This is an optimization exercise on Yosys and OpenROAD, whose aim is small area, not a production implementation. At most, simulation tests tie the RTL to the original design; equivalence was not proved. Function not checked in run 1: the RTL went through the layout flow alone. No driver is modelled on the clock port, so clocking that relies on it looks cheaper here than on a real chip.

## flow/flow/run.sh

```bash
#!/bin/bash
# Layout flow: the standard ORFS flow (standard.sh) with
#  1. port buffers of the smallest buffer cell (buffer_ports -buffer_cell buf_1);
#  2. clock tree synthesis without dummy load cells, then smaller clock
#     buffers where the clock slew allows (flow/post_cts.tcl);
#  3. after the standard synthesis, the combinational cells other than the
#     full-adder cells are re-mapped by ABC for area (registers, full adders
#     and tie cells are kept as they are, so every register keeps its name
#     and cell).
#  4. the tie cell driving the constant led outputs is not duplicated per pin.
# Each tool's output goes to a log file of its own in this folder.
set -euo pipefail
export BUFFER_PORTS_ARGS="-buffer_cell sky130_fd_sc_hd__buf_1"
export SKIP_REPAIR_TIE_FANOUT=1
export POST_CTS_TCL="$PWD/flow/post_cts.tcl"
export CTS_ARGS="-sink_clustering_enable -repair_clock_nets -dont_use_dummy_load -buf_list sky130_fd_sc_hd__clkbuf_8 -sink_clustering_size 50 -sink_clustering_max_diameter 100"

bash standard.sh synth > synth.log 2>&1

RES=orfs/results/$FLOW_PLATFORM/colour_change/base
LOGD=orfs/logs/$FLOW_PLATFORM/colour_change/base
LIB=$FLOW_HOME/platforms/$FLOW_PLATFORM/lib/sky130_fd_sc_hd__tt_025C_1v80.lib
YOSYS=$FLOW_HOME/../tools/install/yosys/bin/yosys
[ -x "$YOSYS" ] || YOSYS=yosys

cp $RES/1_2_yosys.v synth_netlist.v
KEEP='sky130_fd_sc_hd__(fa_1|dfxtp_1|conb_1)$'
DONT_USE=$(grep -m1 '^abc -script' $LOGD/1_2_yosys.log | grep -o '\-dont_use [^ ]*' | tr '\n' ' ')

# resynth IN OUT SCRIPT TAG: flatten the cells of IN (other than KEEP) to
# logic and map that logic again with ABC script SCRIPT
resynth() {
  local in=$1 out=$2 scr=$3 tag=$4
  local cells
  cells=$(grep -o 'sky130_fd_sc_hd__[a-z0-9_]*' $in | sort -u | grep -Ev "$KEEP" || true)
  python3 flow/cellfuncs.py $LIB cellfuncs_$tag.v $cells > cellfuncs_$tag.log 2>&1
  cat > resynth_$tag.ys <<EOT
read_liberty -lib $LIB
read_verilog -overwrite cellfuncs_$tag.v
read_verilog $in
hierarchy -top $FLOW_TOP
flatten
techmap
opt -fast
hierarchy -top $FLOW_TOP
abc -liberty $LIB $DONT_USE -script $scr
setundef -zero
splitnets
opt_clean -purge
hilomap -singleton -hicell sky130_fd_sc_hd__conb_1 HI -locell sky130_fd_sc_hd__conb_1 LO
opt_clean -purge
write_verilog -noattr -noexpr -nohex -nodec $out
EOT
  $YOSYS -s resynth_$tag.ys > resynth_$tag.log 2>&1
}

best=synth_netlist.v
besta=$(python3 flow/cellarea.py $LIB synth_netlist.v)
echo "standard synthesis: area $besta" > resynth_choice.log
for pass in 1 2; do
  src=$best
  for n in 1 2 3 4; do
    tag=p${pass}_s$n
    if resynth $src resynth_$tag.v flow/resynth$n.abc $tag; then
      a=$(python3 flow/cellarea.py $LIB resynth_$tag.v)
      echo "pass $pass script $n: area $a" >> resynth_choice.log
      if python3 -c "import sys; sys.exit(0 if $a < $besta else 1)"; then
        best=resynth_$tag.v; besta=$a
      fi
    fi
  done
done
echo "chosen: $best ($besta)" >> resynth_choice.log
cp $best $RES/1_2_yosys.v
rm -f $RES/1_synth.odb

bash standard.sh > standard.log 2>&1
```

## flow/flow/cellarea.py

```python
#!/usr/bin/env python3
"""Total liberty cell area of the instances in a mapped Verilog netlist.
Usage: cellarea.py LIB NETLIST"""
import re, sys
lib = open(sys.argv[1]).read()
area = {}
for body in re.split(r'\n\s*cell\s*\(', lib)[1:]:
    n = re.match(r'\s*"?(\w+)"?', body).group(1)
    a = re.search(r'area\s*:\s*([\d.]+)', body)
    if a:
        area[n] = float(a.group(1))
net = open(sys.argv[2]).read()
print("%.4f" % sum(area.get(c, 0.0) for c in re.findall(r'^\s*(sky130_\w+)\s', net, re.M)))
```

## flow/flow/cellfuncs.py

```python
#!/usr/bin/env python3
"""Write Verilog models of the combinational single-output cells of a
liberty file (their 'function' attributes), so that Yosys can flatten a mapped
netlist back to plain logic.  Usage: cellfuncs.py LIB OUT.v [cells used...]"""
import re, sys
lib = open(sys.argv[1]).read()
used = set(sys.argv[3:])
out = []
for body in re.split(r'\n\s*cell\s*\(', lib)[1:]:
    name = re.match(r'\s*"?(\w+)"?', body).group(1)
    if used and name not in used:
        continue
    if re.search(r'\b(ff|latch|statetable)\s*\(', body):
        continue
    pins = re.findall(r'pin\s*\(\s*"?(\w+)"?\s*\)\s*\{(.*?)\n\s{8}\}', body, re.S)
    ins, outs = [], []
    for p, pb in pins:
        d = re.search(r'direction\s*:\s*"?(\w+)"?', pb)
        if not d:
            continue
        if d.group(1) == 'input':
            ins.append(p)
        elif d.group(1) == 'output':
            f = re.search(r'function\s*:\s*"([^"]*)"', pb)
            outs.append((p, f.group(1) if f else None))
    if not outs or any(f is None for o, f in outs):
        continue
    assigns = []
    for o, f in outs:
        e = f.replace('!', '~').replace('*', '&').replace('+', '|')
        e = re.sub(r'(\w)\s+(?=[\w(~])', r'\1 & ', e)  # implicit AND by space
        e = re.sub(r'\)\s+(?=[\w(~])', r') & ', e)
        assigns.append("  assign %s = %s;\n" % (o, e))
    on = [o for o, f in outs]
    out.append("module %s(%s);\n  input %s;\n  output %s;\n%sendmodule\n" % (
        name, ", ".join(ins + on), ", ".join(ins), ", ".join(on), "".join(assigns)))
open(sys.argv[2], 'w').write("\n".join(out))
```

## flow/flow/post_cts.tcl

```tcl
set small sky130_fd_sc_hd__clkbuf_4
set limit 0.106
set block [ord::get_db_block]
if {![get_property [lindex [all_clocks] 0] is_propagated]} { set_propagated_clock [all_clocks] }
proc leaf_max_slew { net } {
  set worst 0
  foreach it [$net getITerms] {
    if {[[$it getMTerm] getName] != "CLK"} { continue }
    set pin [get_pins [[$it getInst] getName]/CLK]
    set s [get_property $pin slew_max]
    if {$s > $worst} { set worst $s }
  }
  return $worst
}
foreach inst [$block getInsts] {
  set m [[$inst getMaster] getName]
  if {![string match "sky130_fd_sc_hd__clkbuf_*" $m]} { continue }
  set onet [[$inst findITerm X] getNet]
  if {![string match "*leaf*" [$onet getName]]} { continue }
  set iname [$inst getName]
  replace_cell $iname $small
  estimate_parasitics -placement
  set s [leaf_max_slew $onet]
  if {$s > $limit} {
    replace_cell $iname $m
    estimate_parasitics -placement
    puts "post_cts: $iname kept as $m (slew [format %.3f $s] with $small)"
  } else {
    puts "post_cts: $iname -> $small (slew [format %.3f $s])"
  }
}

# the root buffer only drives the leaf buffers
foreach inst [$block getInsts] {
  set m [[$inst getMaster] getName]
  if {![string match "sky130_fd_sc_hd__clkbuf_*" $m]} { continue }
  set inet [[$inst findITerm A] getNet]
  if {[llength [$inet getBTerms]] == 0} { continue }
  set iname [$inst getName]
  replace_cell $iname $small
  estimate_parasitics -placement
  set worst 0
  foreach inst2 [$block getInsts] {
    if {![string match "sky130_fd_sc_hd__clkbuf_*" [[$inst2 getMaster] getName]] || $inst2 == $inst} { continue }
    set on [[$inst2 findITerm X] getNet]
    set s [leaf_max_slew $on]
    if {$s > $worst} { set worst $s }
  }
  if {$worst > $limit} {
    replace_cell $iname $m
    estimate_parasitics -placement
    puts "post_cts: root $iname kept as $m"
  } else {
    puts "post_cts: root $iname -> $small (worst sink slew [format %.3f $worst])"
  }
}
```

## flow/flow/resynth1.abc

```
strash
dch -f
map -a
strash
dch -f
map -a
strash
dch -f
map -a
topo
```

## flow/flow/resynth2.abc

```
strash
dch -f
map -a
strash
dch -f
map -a
strash
dch -f
map -a
strash
dch -f
amap
topo
```

## flow/flow/resynth3.abc

```
strash
dch -f
map -a
strash
dch -f
map -a
strash
dch -f
map -a
strash
dch -f
map -a
strash
dch -f
map -a
topo
```

## flow/flow/resynth4.abc

```
strash
dch -f
map -a
strash
dch -f
map -a
strash
dch -f
map -a
strash
dch -f
amap
strash
dch -f
amap
topo
```

## flow/standard.sh

```bash
#!/bin/bash
# synth_recipe.tcl (not shown) runs the flow's synth.tcl, then flattens the netlist and writes it again
# the make line also repeats each setting of config.mk as NAME=value (left out here)
make -C /OpenROAD-flow-scripts/flow DESIGN_CONFIG=/design/flow/config.mk WORK_HOME=/design/flow/orfs CLKGATE_MAP_FILE= SYNTH_SCRIPT=/design/flow/synth_recipe.tcl "${@:-finish}"
```

## flow/config.mk

```make
export PLATFORM = sky130hd
export DESIGN_NAME = colour_change
export DESIGN_NICKNAME = colour_change
export VERILOG_FILES = /design/flow/design.v
export SDC_FILE = /design/flow/constraint.sdc
export NUM_CORES = 4
export LEC_CHECK = 0
export CAP_MARGIN = 20
export CORE_MARGIN = 2
export CORE_UTILIZATION = 40
export CTS_BUF_LIST = sky130_fd_sc_hd__clkbuf_8
export CTS_CLUSTER_DIAMETER = 100
export CTS_CLUSTER_SIZE = 50
export SLEW_MARGIN = 20
export SYNTH_HIERARCHICAL = 1
```

## flow/constraint.sdc

```tcl
create_clock -name core_clock -period 20.0 [get_ports {clk}]
set_input_delay 4.0000 -clock core_clock [delete_from_list [all_inputs] [get_ports {clk}]]
set_output_delay 4.0000 -clock core_clock [all_outputs]
set_load 0.01 [all_outputs]
```

## flow/design.v

```verilog
module skin_detection(input [23:0] px, output skin);
    wire sk0, sk1;
    ha sk0_i(px[0], px[2], sk0, sk1);
    wire sk2, sk3;
    fa sk2_i(px[1], px[3], sk1, sk2, sk3);
    wire sk4, sk5;
    fa sk4_i(px[2], px[4], sk3, sk4, sk5);
    wire sk6, sk7;
    fa sk6_i(px[3], px[5], sk5, sk6, sk7);
    wire sk8, sk9;
    fa sk8_i(px[4], px[6], sk7, sk8, sk9);
    wire sk10, sk11;
    fa sk10_i(px[5], px[7], sk9, sk10, sk11);
    wire sk12, sk13;
    ha sk12_i(px[6], sk11, sk12, sk13);
    wire sk14, sk15;
    ha sk14_i(px[7], sk13, sk14, sk15);
    wire sk16, sk17;
    ha sk16_i(px[8], px[9], sk16, sk17);
    wire sk18, sk19;
    fa sk18_i(px[9], px[10], sk17, sk18, sk19);
    wire sk20, sk21;
    fa sk20_i(px[10], px[11], sk19, sk20, sk21);
    wire sk22, sk23;
    fa sk22_i(px[11], px[12], sk21, sk22, sk23);
    wire sk24, sk25;
    fa sk24_i(px[12], px[13], sk23, sk24, sk25);
    wire sk26, sk27;
    fa sk26_i(px[13], px[14], sk25, sk26, sk27);
    wire sk28, sk29;
    fa sk28_i(px[14], px[15], sk27, sk28, sk29);
    wire sk30, sk31;
    ha sk30_i(px[15], sk29, sk30, sk31);
    wire sk32 = px[1] & px[8];
    wire sk33 = (px[9] & sk32) | (px[9] & sk0) | (sk32 & sk0);
    wire sk34, sk35;
    fa sk34_i(px[10], sk33, sk2, sk34, sk35);
    wire sk36, sk37;
    fa sk36_i(px[11], sk35, sk4, sk36, sk37);
    wire sk38 = ~(sk36 ^ sk34);
    wire sk39 = sk36 & ~sk34;
    wire sk40, sk41;
    fa sk40_i(px[8], px[12], sk34, sk40, sk41);
    wire sk42, sk43;
    fa sk42_i(sk37, sk6, sk40, sk42, sk43);
    wire sk44, sk45;
    ha sk44_i(sk39, sk42, sk44, sk45);
    wire sk46, sk47;
    fa sk46_i(px[13], sk16, sk41, sk46, sk47);
    wire sk48, sk49;
    fa sk48_i(sk8, sk43, sk46, sk48, sk49);
    wire sk50, sk51;
    ha sk50_i(sk45, sk48, sk50, sk51);
    wire sk52, sk53;
    fa sk52_i(px[0], px[14], sk18, sk52, sk53);
    wire sk54, sk55;
    fa sk54_i(sk52, sk47, sk10, sk54, sk55);
    wire sk56, sk57;
    fa sk56_i(sk49, sk51, sk54, sk56, sk57);
    wire sk58, sk59;
    fa sk58_i(px[16], px[1], px[15], sk58, sk59);
    wire sk60, sk61;
    fa sk60_i(sk58, sk53, sk20, sk60, sk61);
    wire sk62, sk63;
    fa sk62_i(sk60, sk12, sk55, sk62, sk63);
    wire sk64, sk65;
    ha sk64_i(sk57, sk62, sk64, sk65);
    wire sk66, sk67;
    fa sk66_i(px[17], sk0, sk59, sk66, sk67);
    wire sk68, sk69;
    fa sk68_i(sk66, sk61, sk22, sk68, sk69);
    wire sk70, sk71;
    fa sk70_i(sk68, sk14, sk63, sk70, sk71);
    wire sk72 = ~(sk70 ^ sk65);
    wire sk73 = sk70 & ~sk65;
    wire sk74, sk75;
    fa sk74_i(px[18], sk2, sk67, sk74, sk75);
    wire sk76, sk77;
    fa sk76_i(sk74, sk24, sk69, sk76, sk77);
    wire sk78, sk79;
    fa sk78_i(sk76, sk15, sk65, sk78, sk79);
    wire sk80, sk81;
    fa sk80_i(sk71, sk73, sk78, sk80, sk81);
    wire sk82, sk83;
    fa sk82_i(px[19], sk4, sk75, sk82, sk83);
    wire sk84, sk85;
    fa sk84_i(sk82, sk26, sk77, sk84, sk85);
    wire sk86, sk87;
    fa sk86_i(sk84, sk79, sk81, sk86, sk87);
    wire sk88, sk89;
    fa sk88_i(px[20], sk6, sk83, sk88, sk89);
    wire sk90, sk91;
    fa sk90_i(sk88, sk28, sk85, sk90, sk91);
    wire sk92, sk93;
    ha sk92_i(sk90, sk87, sk92, sk93);
    wire sk94, sk95;
    fa sk94_i(px[21], sk8, sk89, sk94, sk95);
    wire sk96, sk97;
    fa sk96_i(sk94, sk30, sk91, sk96, sk97);
    wire sk98, sk99;
    ha sk98_i(sk96, sk93, sk98, sk99);
    wire sk100, sk101;
    fa sk100_i(px[22], sk10, sk95, sk100, sk101);
    wire sk102, sk103;
    fa sk102_i(sk31, sk100, sk97, sk102, sk103);
    wire sk104, sk105;
    ha sk104_i(sk102, sk99, sk104, sk105);
    wire sk106, sk107;
    fa sk106_i(px[23], sk12, sk101, sk106, sk107);
    wire sk108, sk109;
    fa sk108_i(sk106, sk103, sk105, sk108, sk109);
    wire sk110, sk111;
    fa sk110_i(sk14, sk107, sk109, sk110, sk111);
    wire sk112 = sk15 ^ sk111 ^ sk110;
    wire sk113, sk114;
    ha sk113_i(px[8], sk34, sk113, sk114);
    wire sk115, sk116;
    fa sk115_i(px[8], sk16, sk38, sk115, sk116);
    wire sk117 = ~(sk114 ^ sk115);
    wire sk118 = sk114 & ~sk115;
    wire sk119, sk120;
    fa sk119_i(sk18, sk116, sk44, sk119, sk120);
    wire sk121, sk122;
    ha sk121_i(sk118, sk119, sk121, sk122);
    wire sk123, sk124;
    fa sk123_i(sk20, sk120, sk50, sk123, sk124);
    wire sk125 = ~sk122;
    wire sk126, sk127;
    fa sk126_i(sk119, sk125, sk123, sk126, sk127);
    wire sk128, sk129;
    fa sk128_i(sk22, sk124, sk56, sk128, sk129);
    wire sk130 = sk127 ^ sk128;
    wire sk131 = ~(sk127 | sk128);
    wire sk132, sk133;
    fa sk132_i(sk24, sk64, sk129, sk132, sk133);
    wire sk134 = ~(sk131 ^ sk132);
    wire sk135 = sk131 & ~sk132;
    wire sk136, sk137;
    fa sk136_i(sk26, sk72, sk133, sk136, sk137);
    wire sk138, sk139;
    ha sk138_i(sk135, sk136, sk138, sk139);
    wire sk140, sk141;
    fa sk140_i(sk28, sk80, sk137, sk140, sk141);
    wire sk142, sk143;
    ha sk142_i(sk136, sk140, sk142, sk143);
    wire sk144 = ~sk142;
    wire sk145, sk146;
    fa sk145_i(px[8], sk139, sk144, sk145, sk146);
    wire sk147, sk148;
    fa sk147_i(sk30, sk86, sk141, sk147, sk148);
    wire sk149, sk150;
    ha sk149_i(sk143, sk147, sk149, sk150);
    wire sk151 = ~sk149;
    wire sk152, sk153;
    fa sk152_i(px[9], sk146, sk151, sk152, sk153);
    wire sk154, sk155;
    fa sk154_i(sk31, sk92, sk148, sk154, sk155);
    wire sk156 = ~sk150;
    wire sk157, sk158;
    fa sk157_i(px[10], sk156, sk153, sk157, sk158);
    wire sk159 = ~(sk157 ^ sk154);
    wire sk160 = sk157 & ~sk154;
    wire sk161, sk162;
    fa sk161_i(px[11], sk158, sk160, sk161, sk162);
    wire sk163, sk164;
    ha sk163_i(sk98, sk155, sk163, sk164);
    wire sk165 = ~(sk161 ^ sk163);
    wire sk166 = sk161 & ~sk163;
    wire sk167, sk168;
    fa sk167_i(px[12], sk162, sk166, sk167, sk168);
    wire sk169 = ~sk167;
    wire sk170, sk171;
    fa sk170_i(sk104, sk164, sk169, sk170, sk171);
    wire sk172 = ~sk108;
    wire sk173, sk174;
    fa sk173_i(px[13], sk172, sk168, sk173, sk174);
    wire sk175 = ~(sk173 ^ sk171);
    wire sk176 = sk173 & ~sk171;
    wire sk177, sk178;
    fa sk177_i(px[14], sk110, sk174, sk177, sk178);
    wire sk179, sk180;
    ha sk179_i(sk176, sk177, sk179, sk180);
    wire sk181, sk182;
    fa sk181_i(px[15], sk112, sk178, sk181, sk182);
    wire sk183, sk184;
    ha sk183_i(sk180, sk181, sk183, sk184);
    wire sk185 = ~(sk184 ^ sk182);
    wire sk186 = ~(sk34 ^ px[16]);
    wire sk187 = sk34 & ~px[16];
    wire sk188, sk189;
    fa sk188_i(px[16], px[17], sk38, sk188, sk189);
    wire sk190, sk191;
    ha sk190_i(sk187, sk188, sk190, sk191);
    wire sk192, sk193;
    fa sk192_i(px[17], px[18], sk189, sk192, sk193);
    wire sk194, sk195;
    fa sk194_i(sk188, sk44, sk192, sk194, sk195);
    wire sk196 = ~(sk191 ^ sk194);
    wire sk197 = sk191 & ~sk194;
    wire sk198, sk199;
    fa sk198_i(px[18], px[19], sk193, sk198, sk199);
    wire sk200, sk201;
    fa sk200_i(sk50, sk195, sk198, sk200, sk201);
    wire sk202 = ~(sk197 ^ sk200);
    wire sk203 = sk197 & ~sk200;
    wire sk204, sk205;
    fa sk204_i(px[19], px[20], sk199, sk204, sk205);
    wire sk206, sk207;
    fa sk206_i(sk56, sk201, sk204, sk206, sk207);
    wire sk208, sk209;
    ha sk208_i(sk203, sk206, sk208, sk209);
    wire sk210, sk211;
    fa sk210_i(px[20], px[21], sk205, sk210, sk211);
    wire sk212, sk213;
    fa sk212_i(sk64, sk207, sk210, sk212, sk213);
    wire sk214 = ~sk209;
    wire sk215, sk216;
    fa sk215_i(sk206, sk214, sk212, sk215, sk216);
    wire sk217, sk218;
    fa sk217_i(px[21], px[22], sk211, sk217, sk218);
    wire sk219, sk220;
    fa sk219_i(sk72, sk213, sk217, sk219, sk220);
    wire sk221, sk222;
    ha sk221_i(sk216, sk219, sk221, sk222);
    wire sk223, sk224;
    fa sk223_i(px[22], px[23], sk218, sk223, sk224);
    wire sk225, sk226;
    fa sk225_i(sk80, sk220, sk223, sk225, sk226);
    wire sk227 = ~px[16];
    wire sk228, sk229;
    fa sk228_i(sk227, sk222, sk225, sk228, sk229);
    wire sk230, sk231;
    fa sk230_i(px[23], sk224, sk86, sk230, sk231);
    wire sk232, sk233;
    fa sk232_i(sk226, sk230, sk229, sk232, sk233);
    wire sk234, sk235;
    ha sk234_i(px[17], sk232, sk234, sk235);
    wire sk236, sk237;
    fa sk236_i(sk92, sk231, sk233, sk236, sk237);
    wire sk238, sk239;
    ha sk238_i(sk232, sk236, sk238, sk239);
    wire sk240 = ~sk238;
    wire sk241, sk242;
    fa sk241_i(px[18], sk235, sk240, sk241, sk242);
    wire sk243, sk244;
    fa sk243_i(sk98, sk237, sk239, sk243, sk244);
    wire sk245 = ~sk243;
    wire sk246, sk247;
    fa sk246_i(px[19], sk242, sk245, sk246, sk247);
    wire sk248, sk249;
    ha sk248_i(sk104, sk244, sk248, sk249);
    wire sk250 = ~sk248;
    wire sk251, sk252;
    fa sk251_i(px[20], sk250, sk247, sk251, sk252);
    wire sk253, sk254;
    ha sk253_i(sk108, sk249, sk253, sk254);
    wire sk255 = ~sk253;
    wire sk256, sk257;
    fa sk256_i(px[21], sk255, sk252, sk256, sk257);
    wire sk258, sk259;
    fa sk258_i(px[22], sk110, sk257, sk258, sk259);
    wire sk260 = ~(sk258 ^ sk254);
    wire sk261 = sk258 & ~sk254;
    wire sk262, sk263;
    fa sk262_i(px[23], sk112, sk259, sk262, sk263);
    wire sk264 = ~(sk262 ^ sk261);
    wire sk265 = sk262 & ~sk261;
    wire sk266 = sk261 ^ sk263 ^ sk265;
    assign skin = (~(~sk112) | (~(~sk110) & (~(sk108) | (~(sk104) & (~(sk98) | (~(sk92) & (~(sk86) | (~(sk80) & (~(sk72) | (~(sk64) | (~(sk56) | (~(sk50) & (~(sk44) & (~(sk38) | ~(~sk34))))))))))))))) & (~(sk185) & (~(sk183) & (~(sk179) | (~(sk175) | (~(~sk170) & (~(sk165) | (~(sk159) | (~(sk152) | (~(sk145) & (~(sk138) & (~(sk134) | (~(sk130) & (~(~sk126) | (~(sk121) | (~(sk117) & ~(sk113)))))))))))))))) & (~(sk266) & (~(sk264) & (~(sk260) | (~(sk256) & (~(sk251) | (~(sk246) & (~(sk241) & (~(sk234) | (~(~sk228) & (~(~sk221) & (~(~sk215) & (~(sk208) & (~(sk202) & ~(sk196))))))))))))));
endmodule
module fa(input a, input b, input c, output s, output co);
    assign s = a ^ b ^ c;
    assign co = (a & b) | (a & c) | (b & c);
endmodule
module ha(input a, input b, output s, output co);
    assign s = a ^ b;
    assign co = a & b;
endmodule
module position(input [23:0] px, output [7:0] grey);
    wire [2:0] t_r3;
    grey_r3 u_r3(.x(px[23:16]), .q(t_r3));
    wire [4:0] t_bh;
    grey_bh u_bh(.x(px[15:12]), .q(t_bh));
    wire [0:0] t_bl;
    grey_bl u_bl(.x(px[11:8]), .q(t_bl));
    wire [0:0] t_bc;
    grey_bc u_bc(.x(px[15:8]), .q(t_bc));
    wire gr0 = ~px[7];
    wire gr1 = (px[2] & px[6]) | (px[2] & gr0) | (px[6] & gr0);
    wire gr2, gr3;
    fa gr2_i(px[0], px[3], gr1, gr2, gr3);
    wire gr4 = ~(px[6] | gr2);
    wire gr5, gr6;
    fa gr5_i(px[1], px[4], gr3, gr5, gr6);
    wire gr7 = ~gr5;
    wire gr8 = (px[6] & gr4) | (px[6] & gr7) | (gr4 & gr7);
    wire gr9, gr10;
    fa gr9_i(px[2], px[5], gr6, gr9, gr10);
    wire gr11 = ~gr9;
    wire gr12 = (px[0] & gr8) | (px[0] & gr11) | (gr8 & gr11);
    wire gr13, gr14;
    fa gr13_i(px[3], px[6], gr10, gr13, gr14);
    wire gr15 = ~gr13;
    wire gr16 = (px[1] & gr12) | (px[1] & gr15) | (gr12 & gr15);
    wire gr17, gr18;
    fa gr17_i(px[4], px[7], gr14, gr17, gr18);
    wire gr19, gr20;
    fa gr19_i(px[0], px[2], gr16, gr19, gr20);
    wire gr21 = gr19 & ~gr17;
    wire gr22, gr23;
    fa gr22_i(px[1], px[3], t_r3[0], gr22, gr23);
    wire gr24, gr25;
    fa gr24_i(t_bh[0], t_bl[0], t_bc[0], gr24, gr25);
    wire gr26, gr27;
    fa gr26_i(gr22, gr24, gr20, gr26, gr27);
    wire gr28, gr29;
    ha gr28_i(px[5], gr18, gr28, gr29);
    wire gr30 = ~gr28;
    wire gr31, gr32;
    fa gr31_i(gr30, gr21, gr26, gr31, gr32);
    wire gr33, gr34;
    fa gr33_i(px[2], px[4], t_r3[1], gr33, gr34);
    wire gr35, gr36;
    fa gr35_i(t_bh[1], gr23, gr25, gr35, gr36);
    wire gr37, gr38;
    fa gr37_i(gr33, gr35, gr27, gr37, gr38);
    wire gr39, gr40;
    ha gr39_i(px[6], gr29, gr39, gr40);
    wire gr41 = ~gr39;
    wire gr42, gr43;
    fa gr42_i(gr41, gr32, gr37, gr42, gr43);
    wire gr44, gr45;
    fa gr44_i(px[3], px[5], t_r3[2], gr44, gr45);
    wire gr46, gr47;
    fa gr46_i(t_bh[2], gr34, gr44, gr46, gr47);
    wire gr48, gr49;
    fa gr48_i(gr36, gr46, gr38, gr48, gr49);
    wire gr50, gr51;
    ha gr50_i(px[7], gr40, gr50, gr51);
    wire gr52 = ~gr50;
    wire gr53, gr54;
    fa gr53_i(gr52, gr43, gr48, gr53, gr54);
    wire gr55, gr56;
    fa gr55_i(px[4], px[6], t_bh[3], gr55, gr56);
    wire gr57, gr58;
    fa gr57_i(gr45, gr55, gr47, gr57, gr58);
    wire gr59, gr60;
    fa gr59_i(gr57, gr49, gr54, gr59, gr60);
    wire gr61 = ~(gr59 ^ gr51);
    wire gr62 = gr59 & ~gr51;
    wire gr63, gr64;
    fa gr63_i(px[5], px[7], t_bh[4], gr63, gr64);
    wire gr65, gr66;
    fa gr65_i(gr56, gr63, gr58, gr65, gr66);
    wire gr67, gr68;
    fa gr67_i(gr65, gr60, gr62, gr67, gr68);
    wire gr69, gr70;
    fa gr69_i(px[6], gr64, gr66, gr69, gr70);
    wire gr71, gr72;
    fa gr71_i(gr69, gr68, gr67, gr71, gr72);
    wire gr73, gr74;
    fa gr73_i(px[7], gr70, gr72, gr73, gr74);
    wire gr75 = ~(gr73 ^ gr71);
    wire gr76 = gr73 & ~gr71;
    wire gr77 = gr71 ^ gr74 ^ gr76;
    assign grey = {~gr77, gr75, ~gr71, ~gr67, gr61, gr53, gr42, gr31};
endmodule
module grey_r3(input [7:0] x, output reg [2:0] q);
    always @* case (x)
        8'd0: q = 3'd0;
        8'd1: q = 3'd0;
        8'd2: q = 3'd0;
        8'd3: q = 3'd0;
        8'd4: q = 3'd0;
        8'd5: q = 3'd0;
        8'd6: q = 3'd0;
        8'd7: q = 3'd0;
        8'd8: q = 3'd0;
        8'd9: q = 3'd0;
        8'd10: q = 3'd0;
        8'd11: q = 3'd0;
        8'd12: q = 3'd0;
        8'd13: q = 3'd0;
        8'd14: q = 3'd0;
        8'd15: q = 3'd0;
        8'd16: q = 3'd0;
        8'd17: q = 3'd0;
        8'd18: q = 3'd0;
        8'd19: q = 3'd0;
        8'd20: q = 3'd0;
        8'd21: q = 3'd0;
        8'd22: q = 3'd0;
        8'd23: q = 3'd0;
        8'd24: q = 3'd0;
        8'd25: q = 3'd0;
        8'd26: q = 3'd0;
        8'd27: q = 3'd0;
        8'd28: q = 3'd0;
        8'd29: q = 3'd0;
        8'd30: q = 3'd0;
        8'd31: q = 3'd0;
        8'd32: q = 3'd0;
        8'd33: q = 3'd0;
        8'd34: q = 3'd1;
        8'd35: q = 3'd1;
        8'd36: q = 3'd1;
        8'd37: q = 3'd1;
        8'd38: q = 3'd1;
        8'd39: q = 3'd1;
        8'd40: q = 3'd1;
        8'd41: q = 3'd1;
        8'd42: q = 3'd1;
        8'd43: q = 3'd1;
        8'd44: q = 3'd1;
        8'd45: q = 3'd1;
        8'd46: q = 3'd1;
        8'd47: q = 3'd1;
        8'd48: q = 3'd1;
        8'd49: q = 3'd1;
        8'd50: q = 3'd1;
        8'd51: q = 3'd1;
        8'd52: q = 3'd1;
        8'd53: q = 3'd1;
        8'd54: q = 3'd1;
        8'd55: q = 3'd1;
        8'd56: q = 3'd1;
        8'd57: q = 3'd1;
        8'd58: q = 3'd1;
        8'd59: q = 3'd1;
        8'd60: q = 3'd1;
        8'd61: q = 3'd1;
        8'd62: q = 3'd1;
        8'd63: q = 3'd1;
        8'd64: q = 3'd1;
        8'd65: q = 3'd1;
        8'd66: q = 3'd1;
        8'd67: q = 3'd2;
        8'd68: q = 3'd2;
        8'd69: q = 3'd2;
        8'd70: q = 3'd2;
        8'd71: q = 3'd2;
        8'd72: q = 3'd2;
        8'd73: q = 3'd2;
        8'd74: q = 3'd2;
        8'd75: q = 3'd2;
        8'd76: q = 3'd2;
        8'd77: q = 3'd2;
        8'd78: q = 3'd2;
        8'd79: q = 3'd2;
        8'd80: q = 3'd2;
        8'd81: q = 3'd2;
        8'd82: q = 3'd2;
        8'd83: q = 3'd2;
        8'd84: q = 3'd2;
        8'd85: q = 3'd2;
        8'd86: q = 3'd2;
        8'd87: q = 3'd2;
        8'd88: q = 3'd2;
        8'd89: q = 3'd2;
        8'd90: q = 3'd2;
        8'd91: q = 3'd2;
        8'd92: q = 3'd2;
        8'd93: q = 3'd2;
        8'd94: q = 3'd2;
        8'd95: q = 3'd2;
        8'd96: q = 3'd2;
        8'd97: q = 3'd2;
        8'd98: q = 3'd2;
        8'd99: q = 3'd2;
        8'd100: q = 3'd3;
        8'd101: q = 3'd3;
        8'd102: q = 3'd3;
        8'd103: q = 3'd3;
        8'd104: q = 3'd3;
        8'd105: q = 3'd3;
        8'd106: q = 3'd3;
        8'd107: q = 3'd3;
        8'd108: q = 3'd3;
        8'd109: q = 3'd3;
        8'd110: q = 3'd3;
        8'd111: q = 3'd3;
        8'd112: q = 3'd3;
        8'd113: q = 3'd3;
        8'd114: q = 3'd3;
        8'd115: q = 3'd3;
        8'd116: q = 3'd3;
        8'd117: q = 3'd3;
        8'd118: q = 3'd3;
        8'd119: q = 3'd3;
        8'd120: q = 3'd3;
        8'd121: q = 3'd3;
        8'd122: q = 3'd3;
        8'd123: q = 3'd3;
        8'd124: q = 3'd3;
        8'd125: q = 3'd3;
        8'd126: q = 3'd3;
        8'd127: q = 3'd3;
        8'd128: q = 3'd3;
        8'd129: q = 3'd3;
        8'd130: q = 3'd3;
        8'd131: q = 3'd3;
        8'd132: q = 3'd3;
        8'd133: q = 3'd3;
        8'd134: q = 3'd4;
        8'd135: q = 3'd4;
        8'd136: q = 3'd4;
        8'd137: q = 3'd4;
        8'd138: q = 3'd4;
        8'd139: q = 3'd4;
        8'd140: q = 3'd4;
        8'd141: q = 3'd4;
        8'd142: q = 3'd4;
        8'd143: q = 3'd4;
        8'd144: q = 3'd4;
        8'd145: q = 3'd4;
        8'd146: q = 3'd4;
        8'd147: q = 3'd4;
        8'd148: q = 3'd4;
        8'd149: q = 3'd4;
        8'd150: q = 3'd4;
        8'd151: q = 3'd4;
        8'd152: q = 3'd4;
        8'd153: q = 3'd4;
        8'd154: q = 3'd4;
        8'd155: q = 3'd4;
        8'd156: q = 3'd4;
        8'd157: q = 3'd4;
        8'd158: q = 3'd4;
        8'd159: q = 3'd4;
        8'd160: q = 3'd4;
        8'd161: q = 3'd4;
        8'd162: q = 3'd4;
        8'd163: q = 3'd4;
        8'd164: q = 3'd4;
        8'd165: q = 3'd4;
        8'd166: q = 3'd4;
        8'd167: q = 3'd5;
        8'd168: q = 3'd5;
        8'd169: q = 3'd5;
        8'd170: q = 3'd5;
        8'd171: q = 3'd5;
        8'd172: q = 3'd5;
        8'd173: q = 3'd5;
        8'd174: q = 3'd5;
        8'd175: q = 3'd5;
        8'd176: q = 3'd5;
        8'd177: q = 3'd5;
        8'd178: q = 3'd5;
        8'd179: q = 3'd5;
        8'd180: q = 3'd5;
        8'd181: q = 3'd5;
        8'd182: q = 3'd5;
        8'd183: q = 3'd5;
        8'd184: q = 3'd5;
        8'd185: q = 3'd5;
        8'd186: q = 3'd5;
        8'd187: q = 3'd5;
        8'd188: q = 3'd5;
        8'd189: q = 3'd5;
        8'd190: q = 3'd5;
        8'd191: q = 3'd5;
        8'd192: q = 3'd5;
        8'd193: q = 3'd5;
        8'd194: q = 3'd5;
        8'd195: q = 3'd5;
        8'd196: q = 3'd5;
        8'd197: q = 3'd5;
        8'd198: q = 3'd5;
        8'd199: q = 3'd5;
        8'd200: q = 3'd6;
        8'd201: q = 3'd6;
        8'd202: q = 3'd6;
        8'd203: q = 3'd6;
        8'd204: q = 3'd6;
        8'd205: q = 3'd6;
        8'd206: q = 3'd6;
        8'd207: q = 3'd6;
        8'd208: q = 3'd6;
        8'd209: q = 3'd6;
        8'd210: q = 3'd6;
        8'd211: q = 3'd6;
        8'd212: q = 3'd6;
        8'd213: q = 3'd6;
        8'd214: q = 3'd6;
        8'd215: q = 3'd6;
        8'd216: q = 3'd6;
        8'd217: q = 3'd6;
        8'd218: q = 3'd6;
        8'd219: q = 3'd6;
        8'd220: q = 3'd6;
        8'd221: q = 3'd6;
        8'd222: q = 3'd6;
        8'd223: q = 3'd6;
        8'd224: q = 3'd6;
        8'd225: q = 3'd6;
        8'd226: q = 3'd6;
        8'd227: q = 3'd6;
        8'd228: q = 3'd6;
        8'd229: q = 3'd6;
        8'd230: q = 3'd6;
        8'd231: q = 3'd6;
        8'd232: q = 3'd6;
        8'd233: q = 3'd6;
        8'd234: q = 3'd7;
        8'd235: q = 3'd7;
        8'd236: q = 3'd7;
        8'd237: q = 3'd7;
        8'd238: q = 3'd7;
        8'd239: q = 3'd7;
        8'd240: q = 3'd7;
        8'd241: q = 3'd7;
        8'd242: q = 3'd7;
        8'd243: q = 3'd7;
        8'd244: q = 3'd7;
        8'd245: q = 3'd7;
        8'd246: q = 3'd7;
        8'd247: q = 3'd7;
        8'd248: q = 3'd7;
        8'd249: q = 3'd7;
        8'd250: q = 3'd7;
        8'd251: q = 3'd7;
        8'd252: q = 3'd7;
        8'd253: q = 3'd7;
        8'd254: q = 3'd7;
        8'd255: q = 3'd7;
    endcase
endmodule
module grey_bh(input [3:0] x, output reg [4:0] q);
    always @* case (x)
        4'd0: q = 5'd0;
        4'd1: q = 5'd1;
        4'd2: q = 5'd3;
        4'd3: q = 5'd5;
        4'd4: q = 5'd7;
        4'd5: q = 5'd8;
        4'd6: q = 5'd10;
        4'd7: q = 5'd12;
        4'd8: q = 5'd14;
        4'd9: q = 5'd15;
        4'd10: q = 5'd17;
        4'd11: q = 5'd19;
        4'd12: q = 5'd21;
        4'd13: q = 5'd22;
        4'd14: q = 5'd24;
        4'd15: q = 5'd26;
    endcase
endmodule
module grey_bl(input [3:0] x, output reg [0:0] q);
    always @* case (x)
        4'd0: q = 1'd0;
        4'd1: q = 1'd0;
        4'd2: q = 1'd0;
        4'd3: q = 1'd0;
        4'd4: q = 1'd0;
        4'd5: q = 1'd0;
        4'd6: q = 1'd0;
        4'd7: q = 1'd0;
        4'd8: q = 1'd0;
        4'd9: q = 1'd0;
        4'd10: q = 1'd1;
        4'd11: q = 1'd1;
        4'd12: q = 1'd1;
        4'd13: q = 1'd1;
        4'd14: q = 1'd1;
        4'd15: q = 1'd1;
    endcase
endmodule
module grey_bc(input [7:0] x, output reg [0:0] q);
    always @* case (x)
        8'd0: q = 1'd0;
        8'd1: q = 1'd0;
        8'd2: q = 1'd0;
        8'd3: q = 1'd0;
        8'd4: q = 1'd0;
        8'd5: q = 1'd0;
        8'd6: q = 1'd0;
        8'd7: q = 1'd0;
        8'd8: q = 1'd0;
        8'd9: q = 1'd0;
        8'd10: q = 1'd0;
        8'd11: q = 1'd0;
        8'd12: q = 1'd0;
        8'd13: q = 1'd0;
        8'd14: q = 1'd0;
        8'd15: q = 1'd0;
        8'd16: q = 1'd0;
        8'd17: q = 1'd0;
        8'd18: q = 1'd0;
        8'd19: q = 1'd1;
        8'd20: q = 1'd1;
        8'd21: q = 1'd1;
        8'd22: q = 1'd1;
        8'd23: q = 1'd1;
        8'd24: q = 1'd1;
        8'd25: q = 1'd1;
        8'd26: q = 1'd0;
        8'd27: q = 1'd0;
        8'd28: q = 1'd1;
        8'd29: q = 1'd1;
        8'd30: q = 1'd1;
        8'd31: q = 1'd1;
        8'd32: q = 1'd0;
        8'd33: q = 1'd0;
        8'd34: q = 1'd0;
        8'd35: q = 1'd0;
        8'd36: q = 1'd0;
        8'd37: q = 1'd1;
        8'd38: q = 1'd1;
        8'd39: q = 1'd1;
        8'd40: q = 1'd1;
        8'd41: q = 1'd1;
        8'd42: q = 1'd0;
        8'd43: q = 1'd0;
        8'd44: q = 1'd0;
        8'd45: q = 1'd0;
        8'd46: q = 1'd1;
        8'd47: q = 1'd1;
        8'd48: q = 1'd0;
        8'd49: q = 1'd0;
        8'd50: q = 1'd0;
        8'd51: q = 1'd0;
        8'd52: q = 1'd0;
        8'd53: q = 1'd0;
        8'd54: q = 1'd0;
        8'd55: q = 1'd1;
        8'd56: q = 1'd1;
        8'd57: q = 1'd1;
        8'd58: q = 1'd0;
        8'd59: q = 1'd0;
        8'd60: q = 1'd0;
        8'd61: q = 1'd0;
        8'd62: q = 1'd0;
        8'd63: q = 1'd0;
        8'd64: q = 1'd0;
        8'd65: q = 1'd0;
        8'd66: q = 1'd0;
        8'd67: q = 1'd0;
        8'd68: q = 1'd0;
        8'd69: q = 1'd0;
        8'd70: q = 1'd0;
        8'd71: q = 1'd0;
        8'd72: q = 1'd0;
        8'd73: q = 1'd1;
        8'd74: q = 1'd0;
        8'd75: q = 1'd0;
        8'd76: q = 1'd0;
        8'd77: q = 1'd0;
        8'd78: q = 1'd0;
        8'd79: q = 1'd0;
        8'd80: q = 1'd0;
        8'd81: q = 1'd0;
        8'd82: q = 1'd1;
        8'd83: q = 1'd1;
        8'd84: q = 1'd1;
        8'd85: q = 1'd1;
        8'd86: q = 1'd1;
        8'd87: q = 1'd1;
        8'd88: q = 1'd1;
        8'd89: q = 1'd1;
        8'd90: q = 1'd0;
        8'd91: q = 1'd1;
        8'd92: q = 1'd1;
        8'd93: q = 1'd1;
        8'd94: q = 1'd1;
        8'd95: q = 1'd1;
        8'd96: q = 1'd0;
        8'd97: q = 1'd0;
        8'd98: q = 1'd0;
        8'd99: q = 1'd0;
        8'd100: q = 1'd1;
        8'd101: q = 1'd1;
        8'd102: q = 1'd1;
        8'd103: q = 1'd1;
        8'd104: q = 1'd1;
        8'd105: q = 1'd1;
        8'd106: q = 1'd0;
        8'd107: q = 1'd0;
        8'd108: q = 1'd0;
        8'd109: q = 1'd0;
        8'd110: q = 1'd1;
        8'd111: q = 1'd1;
        8'd112: q = 1'd0;
        8'd113: q = 1'd0;
        8'd114: q = 1'd0;
        8'd115: q = 1'd0;
        8'd116: q = 1'd0;
        8'd117: q = 1'd0;
        8'd118: q = 1'd0;
        8'd119: q = 1'd1;
        8'd120: q = 1'd1;
        8'd121: q = 1'd1;
        8'd122: q = 1'd0;
        8'd123: q = 1'd0;
        8'd124: q = 1'd0;
        8'd125: q = 1'd0;
        8'd126: q = 1'd0;
        8'd127: q = 1'd0;
        8'd128: q = 1'd0;
        8'd129: q = 1'd0;
        8'd130: q = 1'd0;
        8'd131: q = 1'd0;
        8'd132: q = 1'd0;
        8'd133: q = 1'd0;
        8'd134: q = 1'd0;
        8'd135: q = 1'd0;
        8'd136: q = 1'd0;
        8'd137: q = 1'd1;
        8'd138: q = 1'd0;
        8'd139: q = 1'd0;
        8'd140: q = 1'd0;
        8'd141: q = 1'd0;
        8'd142: q = 1'd0;
        8'd143: q = 1'd0;
        8'd144: q = 1'd0;
        8'd145: q = 1'd0;
        8'd146: q = 1'd1;
        8'd147: q = 1'd1;
        8'd148: q = 1'd1;
        8'd149: q = 1'd1;
        8'd150: q = 1'd1;
        8'd151: q = 1'd1;
        8'd152: q = 1'd1;
        8'd153: q = 1'd1;
        8'd154: q = 1'd0;
        8'd155: q = 1'd1;
        8'd156: q = 1'd1;
        8'd157: q = 1'd1;
        8'd158: q = 1'd1;
        8'd159: q = 1'd1;
        8'd160: q = 1'd0;
        8'd161: q = 1'd0;
        8'd162: q = 1'd0;
        8'd163: q = 1'd0;
        8'd164: q = 1'd1;
        8'd165: q = 1'd1;
        8'd166: q = 1'd1;
        8'd167: q = 1'd1;
        8'd168: q = 1'd1;
        8'd169: q = 1'd1;
        8'd170: q = 1'd0;
        8'd171: q = 1'd0;
        8'd172: q = 1'd0;
        8'd173: q = 1'd1;
        8'd174: q = 1'd1;
        8'd175: q = 1'd1;
        8'd176: q = 1'd0;
        8'd177: q = 1'd0;
        8'd178: q = 1'd0;
        8'd179: q = 1'd0;
        8'd180: q = 1'd0;
        8'd181: q = 1'd0;
        8'd182: q = 1'd1;
        8'd183: q = 1'd1;
        8'd184: q = 1'd1;
        8'd185: q = 1'd1;
        8'd186: q = 1'd0;
        8'd187: q = 1'd0;
        8'd188: q = 1'd0;
        8'd189: q = 1'd0;
        8'd190: q = 1'd0;
        8'd191: q = 1'd1;
        8'd192: q = 1'd0;
        8'd193: q = 1'd0;
        8'd194: q = 1'd0;
        8'd195: q = 1'd0;
        8'd196: q = 1'd0;
        8'd197: q = 1'd0;
        8'd198: q = 1'd0;
        8'd199: q = 1'd0;
        8'd200: q = 1'd1;
        8'd201: q = 1'd1;
        8'd202: q = 1'd0;
        8'd203: q = 1'd0;
        8'd204: q = 1'd0;
        8'd205: q = 1'd0;
        8'd206: q = 1'd0;
        8'd207: q = 1'd0;
        8'd208: q = 1'd0;
        8'd209: q = 1'd0;
        8'd210: q = 1'd1;
        8'd211: q = 1'd1;
        8'd212: q = 1'd1;
        8'd213: q = 1'd1;
        8'd214: q = 1'd1;
        8'd215: q = 1'd1;
        8'd216: q = 1'd1;
        8'd217: q = 1'd1;
        8'd218: q = 1'd0;
        8'd219: q = 1'd1;
        8'd220: q = 1'd1;
        8'd221: q = 1'd1;
        8'd222: q = 1'd1;
        8'd223: q = 1'd1;
        8'd224: q = 1'd0;
        8'd225: q = 1'd0;
        8'd226: q = 1'd0;
        8'd227: q = 1'd0;
        8'd228: q = 1'd1;
        8'd229: q = 1'd1;
        8'd230: q = 1'd1;
        8'd231: q = 1'd1;
        8'd232: q = 1'd1;
        8'd233: q = 1'd1;
        8'd234: q = 1'd0;
        8'd235: q = 1'd0;
        8'd236: q = 1'd0;
        8'd237: q = 1'd1;
        8'd238: q = 1'd1;
        8'd239: q = 1'd1;
        8'd240: q = 1'd0;
        8'd241: q = 1'd0;
        8'd242: q = 1'd0;
        8'd243: q = 1'd0;
        8'd244: q = 1'd0;
        8'd245: q = 1'd0;
        8'd246: q = 1'd1;
        8'd247: q = 1'd1;
        8'd248: q = 1'd1;
        8'd249: q = 1'd1;
        8'd250: q = 1'd0;
        8'd251: q = 1'd0;
        8'd252: q = 1'd0;
        8'd253: q = 1'd0;
        8'd254: q = 1'd0;
        8'd255: q = 1'd1;
    endcase
endmodule
module colour_change #
(
    parameter DATA_WIDTH = 24
)
(
    input  wire                  clk,
    input  wire                  n_rst,
    input  wire [DATA_WIDTH-1:0] i_vid_data,
    input  wire                  i_vid_hsync,
    input  wire                  i_vid_vsync,
    input  wire                  i_vid_VDE,
    output wire [DATA_WIDTH-1:0] o_vid_data,
    output wire                  o_vid_hsync,
    output wire                  o_vid_vsync,
    output wire                  o_vid_VDE,
    input  wire [3:0]            btn,
    input  wire [3:0]            sw,
    output wire [3:0]            led
);
    assign led = 4'd0;
    wire m1 = (sw == 4'd1);
    wire m2 = (sw == 4'd2);
    wire m3 = (sw == 4'd3);
    wire fx = m1 | m2 | m3;           
    reg [23:0] d1, d2, d3;
    reg hs, vs, de;
    wire skin;
    skin_detection u_skin(.px(d3), .skin(skin));
    wire [7:0] grey;
    position u_grey(.px(d1), .grey(grey));
    reg  [10:0] h;
    wire [11:0] hc;
    wire [10:0] hinc;
    assign hc[0] = i_vid_VDE;
    genvar i;
    generate for (i = 0; i < 11; i = i + 1) begin : g_inc
        ha u_ha(.a(h[i]), .b(hc[i]), .s(hinc[i]), .co(hc[i+1]));
    end endgenerate
    wire wrap = hc[7] & h[8] & h[9] & h[10];    
    wire hkeep = n_rst & ~wrap;
    always @(posedge clk)
        h <= hinc & {11{hkeep}};
    wire band = (h > 11'd200) && (h < 11'd800);
    always @(posedge clk) begin
        d1 <= i_vid_data;
        d2 <= d1;
        d3 <= d2;
        hs <= i_vid_hsync;
        vs <= i_vid_vsync;
        de <= i_vid_VDE;
    end
    wire s_d3  = m1 & skin;                  
    wire s_ff  = m1 & ~skin;                 
    wire s_d1  = m3 & ~band;                
    wire s_nd1 = m2;                        
    wire s_gr  = m3 & band;                 
    wire s_in  = ~fx;                       
    wire [7:0] gx_n  = ~({8{s_gr}} & grey);            
    wire [7:0] gxf_n = ~(({8{s_gr}} & grey) | {8{s_ff}});  
    wire [23:0] x_n = {gxf_n, gxf_n, gx_n};
    generate for (i = 0; i < 24; i = i + 1) begin : g_out
        omux u_mux(.a1(s_d3), .a2(d3[i]), .c1(s_in), .c2(i_vid_data[i]),
                   .d(d1[i]), .d1(s_d1), .d0(s_nd1), .xn(x_n[i]), .o(o_vid_data[i]));
    end endgenerate
    assign o_vid_hsync = fx ? hs : i_vid_hsync;
    assign o_vid_vsync = fx ? vs : i_vid_vsync;
    assign o_vid_VDE   = fx ? de : i_vid_VDE;
endmodule
module omux(input a1, input a2, input c1, input c2, input d, input d1, input d0, input xn, output o);
    assign o = (a1 & a2) | (c1 & c2) | (d ? d1 : d0) | ~xn;
endmodule
```

==> impl_results.md, run 1 <==
* Status: finished clean
* Core Util, Final at roughly 44%
* Largest net degree at the start of global routing at 28
* Number of fill cells in the layout at ~1.4k
* Slew margin rel. at 23.6%
* Slowest stage delay, CP at approximately 0.52 ns
* Placed inst area at 0.00632 mm^2
* Antenna diode count at 0
* Syn_nets at 710
* Fin. Hold Viols at 0
* Post-DP HPWL at between 10000 and 15000 um
* Die W at between 100 and 150 um
* Worst endpoint data arrival time at around 13 ns
* Worst setup EP type: output pin
* Tcrit/Tclk final at around 83%
* CP max FO at 20
* Hold_ws at 0.299 ns
* # port buffers at between 50 and 60
* WP buf/inv at 6
* Initial antenna violation count at 0
* Layout cells sized above 1 at about 1.9%
* Finish-stage setup viols at 0
* P&R area growth vs syn at 9.65%
* Fmax at 60.2 MHz
* Post-Syn Area per Cell at ~10 um^2
* GRT Total Usage at 19.7%
* CTS clk-pin slew, worst paths at about 0.10 ns
* DRT Pass-1 Iters at 7
* Gr ovfl total at 0
* 1st-iter DRT viols at approximately 340
* Post-route DRC at 0
* Mapped cell area at approximately 0.0058 mm^2
* Worst-Skew Late Latency at ~0.43 ns
* Layout Cell Area excl Fill at approximately 0.0064 mm^2
* Routed WL at about 15000 um
* Die height at between 100 and 150 um
* Slew Viols, Final at 0
* Row count at 44
* Die ar. at 0.0156 mm^2
* Clock skew at about 0.03 ns
* Via density at between 5 and 6
* Final layout net count at between 700 and 800
* Final min period at between 15 and 20 ns
* Setup TNS Final at 0 ns
* Avg WL per Cell at between 15 and 20 um
* CTS tree: yes
* Worst slew pin tran at 1.14 ns
* Antenna viol nets, final at 0
* GPL Wtd Cong at between 0.9 and 1
* WS Path Type: register to output pin
* Most frequent CP cell: fa_1
* Startpoint types: register
* Post-synthesis cell count at 560
* RSZ-0062 raised after global routing: false
* CTS Sinks at 86
* Maxcap violations at 0
* Via Count at ~4.5k
* Yosys warns at 11
* Hold crit path type: register to register
* Required @ worst endpoint at roughly 16 ns
* First-pass GRT wire length at about 24000 um
* Initial Util at 40.6%
* Largest delay share family, worst path: adder cells
* CORE AREA at ~0.014 mm^2
* I/O Pins at 68
* Vias in the first global route at ~4.6k
* Critical path's slowest cell: fa_1
[cell usage in the layout (no fill, tap or decap), types with 2 or more instances in the layout]
cell type / count
a211oi_1: 7
a21o_1: 2
a21oi_1: 32
a221o_1: 4
a221oi_1: 12
a222oi_1: 8
a22o_1: 2
a22oi_1: 4
a31oi_1: 2
and2_0: 4
and3_1: 4
buf_1: 59
clkbuf_4: 5
clkbuf_8: 4
clkinv_1: 66
dfxtp_1: 86
fa_1: 113
nand2_1: 42
nand3_1: 7
nor2_1: 68
nor2b_1: 6
nor3_1: 17
nor4_1: 2
o211ai_1: 2
o21a_1: 5
o21ai_0: 25
o221ai_1: 9
o22ai_1: 8
o32ai_1: 2
or2_0: 6
[worst reg2reg max path, cell delays in order (launching register included)]
cell and delay (ns):
dfxtp_1 0.35, clkinv_1 0.08, nor2_1 0.17, nand2_1 0.12, clkinv_1 0.07, and3_1 0.19, nand2_1 0.09, nor2_1 0.18
nand2_1 0.14, clkinv_1 0.10, nand2_1 0.05, o21ai_1 0.59, nor3_1 0.14
[flip-flops by register name, summed over array words and instances, names as in the netlist]
signal  flops
d1         24
d2         24
d3         24
h          11
de          1
hs          1
vs          1
[path summary, 6_finish.rpt]
kind | slack, ns | startpoint | end | cells after the start
setup / recovery | 3.38 | d3[0] | o_vid_data[11] | 37
hold / removal | 0.30 | d2[13] | d3[13] | 0
setup reg to reg | 17.57 | h[0] | h[8] | 12
hold reg to reg | 0.30 | d2[13] | d3[13] | 0
[metrics by stage]
stage / cells / setup slack [ns]
detailed placement: 804 / 3.79
global route: 813 / 2.72
floorplan: 560 / 4.87
finish: 813 / 3.38
global placement: 804 / 3.98
[cell type report]
type,count,area (um^2),share of cell area [%]
Multi-Input combinational cell,408,3890,60.7
Tap cell,184,230,3.59
Sequential cell,86,1720,26.8
Inverter,66,248,3.86
Timing Repair Buffer,60,229,3.57
Clock buffer,9,92.6,1.44
[routing by layer]
layer  routed length [um]  share of wire, %  up-vias  track usage [%]
li1                     -                 -     2078                -
met1                 6220                43     2244             26.4
met2                 7570                52      142             34.2
met3                  607               4.2       20             2.41
met4                  193               1.3        0             4.84
met5                    0                 0        -                0
==> run 2: changes to the inputs <==
--- a/flow/design.v
+++ b/flow/design.v
@@ -950,9 +950,10 @@
     wire m3 = (sw == 4'd3);
     wire fx = m1 | m2 | m3;           
     reg [23:0] d1, d2, d3;
+    reg sk3;
     reg hs, vs, de;
     wire skin;
-    skin_detection u_skin(.px(d3), .skin(skin));
+    skin_detection u_skin(.px(d2), .skin(skin));
     wire [7:0] grey;
     position u_grey(.px(d1), .grey(grey));
     reg  [10:0] h;
@@ -972,12 +973,13 @@
         d1 <= i_vid_data;
         d2 <= d1;
         d3 <= d2;
+        sk3 <= skin;
         hs <= i_vid_hsync;
         vs <= i_vid_vsync;
         de <= i_vid_VDE;
     end
-    wire s_d3  = m1 & skin;                  
-    wire s_ff  = m1 & ~skin;                 
+    wire s_d3  = m1 & sk3;                  
+    wire s_ff  = m1 & ~sk3;                 
     wire s_d1  = m3 & ~band;                
     wire s_nd1 = m2;                        
     wire s_gr  = m3 & band;                 
==> impl_results.md, run 2 <==
* Die W at 125 um (about the same)
* Multi-input logic area at 0.00392 mm^2 (was 0.00389 mm^2)
* 1st-iter DRT viols at 247 (was 338)
* First-pass GRT wire length at 24400 um (was 24300 um)
* CORE AREA at 0.0144 mm^2 (unchanged)
* Fin. Hold Viols at 0 (unchanged)
* DRT Pass-1 Iters at 5 (was 7)
* Die height at 125 um (about the same)
* Tcrit/Tclk final at 64.3% (was 83.1%)
* P&R area growth vs syn at 9.96% (was 9.65%)
* Worst slew pin tran at 0.913 ns (was 1.14 ns)
* Hold crit path type: register to register (unchanged)
* Number of fill cells in the layout at 1370 (was 1427)
* Slew margin rel. at 38.8% (was 23.6%)
* Via Count at 4400 (was 4484)
* Via density at 5.46 (was 5.52)
* Sequential Area at 0.00174 mm^2 (was 0.00172 mm^2)
* Gr ovfl total at 0 (unchanged)
* Critical path's slowest cell: dfxtp_1 (was fa_1)
* CTS clk-pin slew, worst paths at 0.10 ns (about the same)
* Status: finished clean (unchanged)
* Finish-stage setup viols at 0 (unchanged)
* Slew Viols, Final at 0 (unchanged)
* Initial Util at 40.5% (was 40.6%)
* Vias in the first global route at 4760 (was 4608)
* # port buffers at 59 (unchanged)
* CTS Sinks at 87 (was 86)
* I/O Pins at 68 (unchanged)
* Antenna diode count at 0 (unchanged)
* CP max FO at 9 (was 20)
* WS Path Type: register to output pin (unchanged)
* Worst Hold Depth at 0 (unchanged)
* Most frequent CP cell: fa_1 (unchanged)
* Layout cells sized above 1 at 2.09% (was 1.91%)
* Row count at 44 (unchanged)
* Final layout net count at 774 (was 781)
* Slowest stage delay, CP at 0.57 ns (was 0.52 ns)
* Mapped cell area at 0.00584 mm^2 (was 0.00585 mm^2)
* Die ar. at 0.0156 mm^2 (about the same)
* Post-synthesis cell count at 551 (was 560)
* Antenna viol nets, final at 0 (unchanged)
* Worst-Skew Late Latency at 0.44 ns (was 0.43 ns)
* Top Registers: d1 x24, d2 x24, d3 x24 (unchanged)
* Largest net degree at the start of global routing at 28 (unchanged)
* RSZ-0062 raised after global routing: false (unchanged)
* Yosys warns at 11 (unchanged)
* Syn_nets at 701 (was 710)
* Post-Syn Area per Cell at 10.6 um^2 (was 10.4 um^2)
* Worst setup EP type: output pin (unchanged)
* Post-DP HPWL at 11900 um (was 12100 um)
* R2R cell count at 33 (was 12)
* Initial antenna violation count at 0 (unchanged)
* GPL Wtd Cong at 0.928 (was 0.913)
* Post-route DRC at 0 (unchanged)
* Startpoint types: register (unchanged)
* Required @ worst endpoint at 16.00 ns (about the same)
* Maxcap violations at 0 (unchanged)
* Commonest non-fill, non-tap cell in the layout: fa_1 (unchanged)
* Routed WL at 14400 um (was 14600 um)
* Final min period at 12.85 ns (was 16.62 ns)
* Avg WL per Cell at 17.9 um (about the same)
* CTS tree: yes (unchanged)
* Worst endpoint data arrival time at 8.85 ns (was 12.62 ns)
* Clock skew at 0.0189 ns (was 0.0302 ns)
* Fmax at 77.8 MHz (was 60.2 MHz)
* GRT Total Usage at 19.9% (was 19.7%)
* Most frequent cells in the layout: fa_1, dfxtp_1, nor2_1 (unchanged)
* Setup TNS Final at 0 ns (unchanged)
## run 2: changes by cell type in the layout (fill, tap and decap cells not counted), sizes merged, moves of 3 or more
| cell | change |
|---|---|
| o221ai | -8 |
| nor3 | -3 |
| a221o | +9 |
| o31ai | +3 |
| o22ai | -4 |
| clkinv | -18 |
| a21oi | +9 |
| o211ai | +3 |
| a221oi | -7 |
| o21ai | +12 |
| and2 | +3 |
| nand3 | -3 |
| nand2 | -4 |
## run 2: worst paths after layout
check                           startpoint             end  slack, ns
worst max-delay path                 d1[7]  o_vid_data[22]       7.15
worst min register to register      d1[20]          d2[20]       0.39
worst min-delay path                d1[20]          d2[20]       0.39
worst max register to register       d2[0]             sk3       9.17
## run 2: layout make-up
class                   instances  area share [%]
clock buffers                   9            1.64
inverters                      48            2.81
multi-input cells             416            61.0
flip-flops and latches         87            27.1
well taps                     184            3.59
repair buffers                 62            3.80
## run 2: stage by stage
step	hold slack (ns)	cells	setup WS [ns]	utilization [%]	instance area, um^2
after floorplan	0.367	551	8.38	-	5840
after global placement	0.385	797	7.71	43.8	6320
after detailed placement	0.383	797	7.61	43.8	6320
after global routing	0.403	806	6.74	44.5	6420
final	0.388	806	7.15	44.5	6420
## run 2: worst max-delay path: cells and delay by family, from the launching register on
family                     cells  cell delay (ns)
AOI/OAI and AO/OA              7             1.04
adders and majority gates     13             5.75
DFF                            1             0.57
and+or+nand+nor                6             0.74
buffers and inverters          2             0.32
## run 2: layer usage
layer | track usage (%) | share of wire, %
met4 | 6.14 | 2.7
met1 | 26.0 | 44
met3 | 3.52 | 4.6
met5 | 0 | 0
met2 | 33.9 | 49
==> run 3: changes to the inputs <==
--- a/flow/config.mk
+++ b/flow/config.mk
@@ -11,5 +11,6 @@
 export CTS_BUF_LIST = sky130_fd_sc_hd__clkbuf_8
 export CTS_CLUSTER_DIAMETER = 100
 export CTS_CLUSTER_SIZE = 50
+export GPL_TIMING_DRIVEN = 0
 export SLEW_MARGIN = 20
 export SYNTH_HIERARCHICAL = 1
==> impl_results.md, run 3 <==
* Commonest non-fill, non-tap cell in the layout: fa_1 (unchanged)
* Most frequent cells in the layout: fa_1, dfxtp_1, nor2_1 (unchanged)
* Fmax at 77.9 MHz (was 77.8 MHz)
* Fin. Hold Viols at 0 (unchanged)
* Required @ worst endpoint at 16.00 ns (about the same)
* Largest delay share family, worst path: adder cells (unchanged)
* DRT Pass-1 Iters at 5 (unchanged)
* Finish-stage setup viols at 0 (unchanged)
* Die ar. at 0.0156 mm^2 (unchanged)
* Via Count at 4300 (was 4400)
* Post-DP HPWL at 11900 um (about the same)
* Syn_nets at 701 (unchanged)
* # port buffers at 59 (unchanged)
* 1st-iter DRT viols at 215 (was 247)
* Slowest stage delay, CP at 0.58 ns (was 0.57 ns)
* CTS clk-pin slew, worst paths at 0.10 ns (about the same)
* GRT Total Usage at 19.6% (was 19.9%)
* Post-synthesis cell count at 551 (unchanged)
* Slew margin rel. at 31.8% (was 38.8%)
* Row count at 44 (unchanged)
* Post-Place Setup Slack at 7.58 ns (was 7.61 ns)
* Slew Viols, Final at 0 (unchanged)
* CORE AREA at 0.0144 mm^2 (unchanged)
* Initial antenna violation count at 0 (unchanged)
* Via density at 5.35 (was 5.46)
* Tcrit/Tclk final at 64.2% (was 64.3%)
* Clock skew at 0.0247 ns (was 0.0189 ns)
* Post-Syn Area per Cell at 10.6 um^2 (unchanged)
* Post-route DRC at 0 (unchanged)
* CTS tree: yes (unchanged)
* Setup TNS Final at 0 ns (unchanged)
* Met1 global-route usage at 25.8% (was 26.0%)
* Die W at 125 um (unchanged)
* Routed WL at 14300 um (was 14400 um)
* Critical path's slowest cell: dfxtp_1 (unchanged)
* CP max FO at 9 (unchanged)
* GRT Max-Usage Layer: met2 (unchanged)
* Worst setup EP type: output pin (unchanged)
* Yosys warns at 11 (unchanged)
* WS Path Type: register to output pin (unchanged)
* Met3 Use GR at 2.84% (was 3.52%)
* Largest net degree at the start of global routing at 28 (unchanged)
* P&R area growth vs syn at 9.75% (was 9.96%)
* Number of fill cells in the layout at 1435 (was 1370)
* Most frequent CP cell: fa_1 (unchanged)
* CTS Sinks at 87 (unchanged)
* Final min period at 12.84 ns (was 12.85 ns)
* Hold crit path type: register to register (unchanged)
* Status: finished clean (unchanged)
* Vias in the first global route at 4679 (was 4760)
* Gr ovfl total at 0 (unchanged)
* Global Route met2 Usage at 33.1% (was 33.9%)
* GPL Wtd Cong at 0.898 (was 0.928)
* Maxcap violations at 0 (unchanged)
* Core Util, Final at 44.4% (was 44.5%)
* RSZ-0062 raised after global routing: false (unchanged)
* First-pass GRT wire length at 23900 um (was 24400 um)
* Antenna viol nets, final at 0 (unchanged)
* Final layout net count at 772 (was 774)
* Antenna diode count at 0 (unchanged)
* Startpoint types: register (unchanged)
* Avg WL per Cell at 17.8 um (was 17.9 um)
* Mapped cell area at 0.00584 mm^2 (unchanged)
* Worst endpoint data arrival time at 8.84 ns (was 8.85 ns)
* Worst slew pin tran at 1.02 ns (was 0.913 ns)
* WP buf/inv at 2 (unchanged)
* Top Registers: d1 x24, d2 x24, d3 x24 (unchanged)
* Setup ws final at 7.16 ns (was 7.15 ns)
* Worst-Skew Late Latency at 0.45 ns (was 0.44 ns)
* Layout cells sized above 1 at 1.94% (was 2.09%)
* I/O Pins at 68 (unchanged)
* Initial Util at 40.5% (unchanged)
* Die height at 125 um (unchanged)
==> run 3: metal layers <==
layer / share of wire (%) / vias up / wire length, um
li1: - / 2051 / -
met1: 44 / 2105 / 6290
met3: 4.0 / 29 / 573
met2: 49 / 115 / 7020
met4: 3.1 / 0 / 443
met5: 0 / - / 0
==> run 3: layout make-up <==
type                    count  area (um^2)  share of cell area [%]
inverters                  48          180                    2.81
flip-flops and latches     87         1740                    27.2
repair buffers             60          236                    3.69
well taps                 184          230                    3.59
multi-input cells         416         3930                    61.3
clock buffers               9         92.6                    1.44
==> run 3: worst paths after layout <==
path                          to  cells past startpoint  slack (ns)  start
setup reg to reg             sk3                     33        9.22  d2[0]
setup / recovery  o_vid_data[22]                     28        7.16  d1[7]
hold / removal             d3[2]                      0        0.39  d2[2]
hold reg to reg            d3[2]                      0        0.39  d2[2]
==> run 3: metrics by stage <==
step / area (um^2) / cells / hold slack, ns
global placement: 6290 / 794 / 0.385
global route: 6410 / 804 / 0.412
floorplan: 5840 / 551 / 0.367
finish: 6410 / 804 / 0.388
detailed placement: 6320 / 795 / 0.385

[separate check: timing with driven ports]
The results above use ideal ports. As a check the final layouts listed here were re-extracted and re-timed, cells and wires unchanged.
Step 1 assumes that a clkbuf_16 drives the clock port and a buf_2 every other input.
Step 2 times the ports against the registers' clock, not the clock port: input delays grow and output delays shrink by t, the midpoint of the rising clock arrivals with the driver on.
a / b / c = ideal / step 1 / step 2; a / b = the first two.
| run | shift t [ns] | setup slack, ns | worst hold slack (ns) | worst register clock-pin slew, ns | worst slew at a driven data input, ns |
|---|---|---|---|---|---|
| run 1 | 0.449 | 3.378 / 3.348 / 3.797 | 0.299 / 0.299 / 0.299 | 0.10 / 0.10 | 0.04 |
| run 2 | 0.455 | 7.145 / 7.116 / 7.571 | 0.388 / 0.388 / 0.388 | 0.10 / 0.10 | 0.05 |
| run 3 | 0.461 | 7.163 / 7.134 / 7.595 | 0.388 / 0.388 / 0.388 | 0.10 / 0.10 | 0.04 |
After both steps every run listed still meets setup and hold.
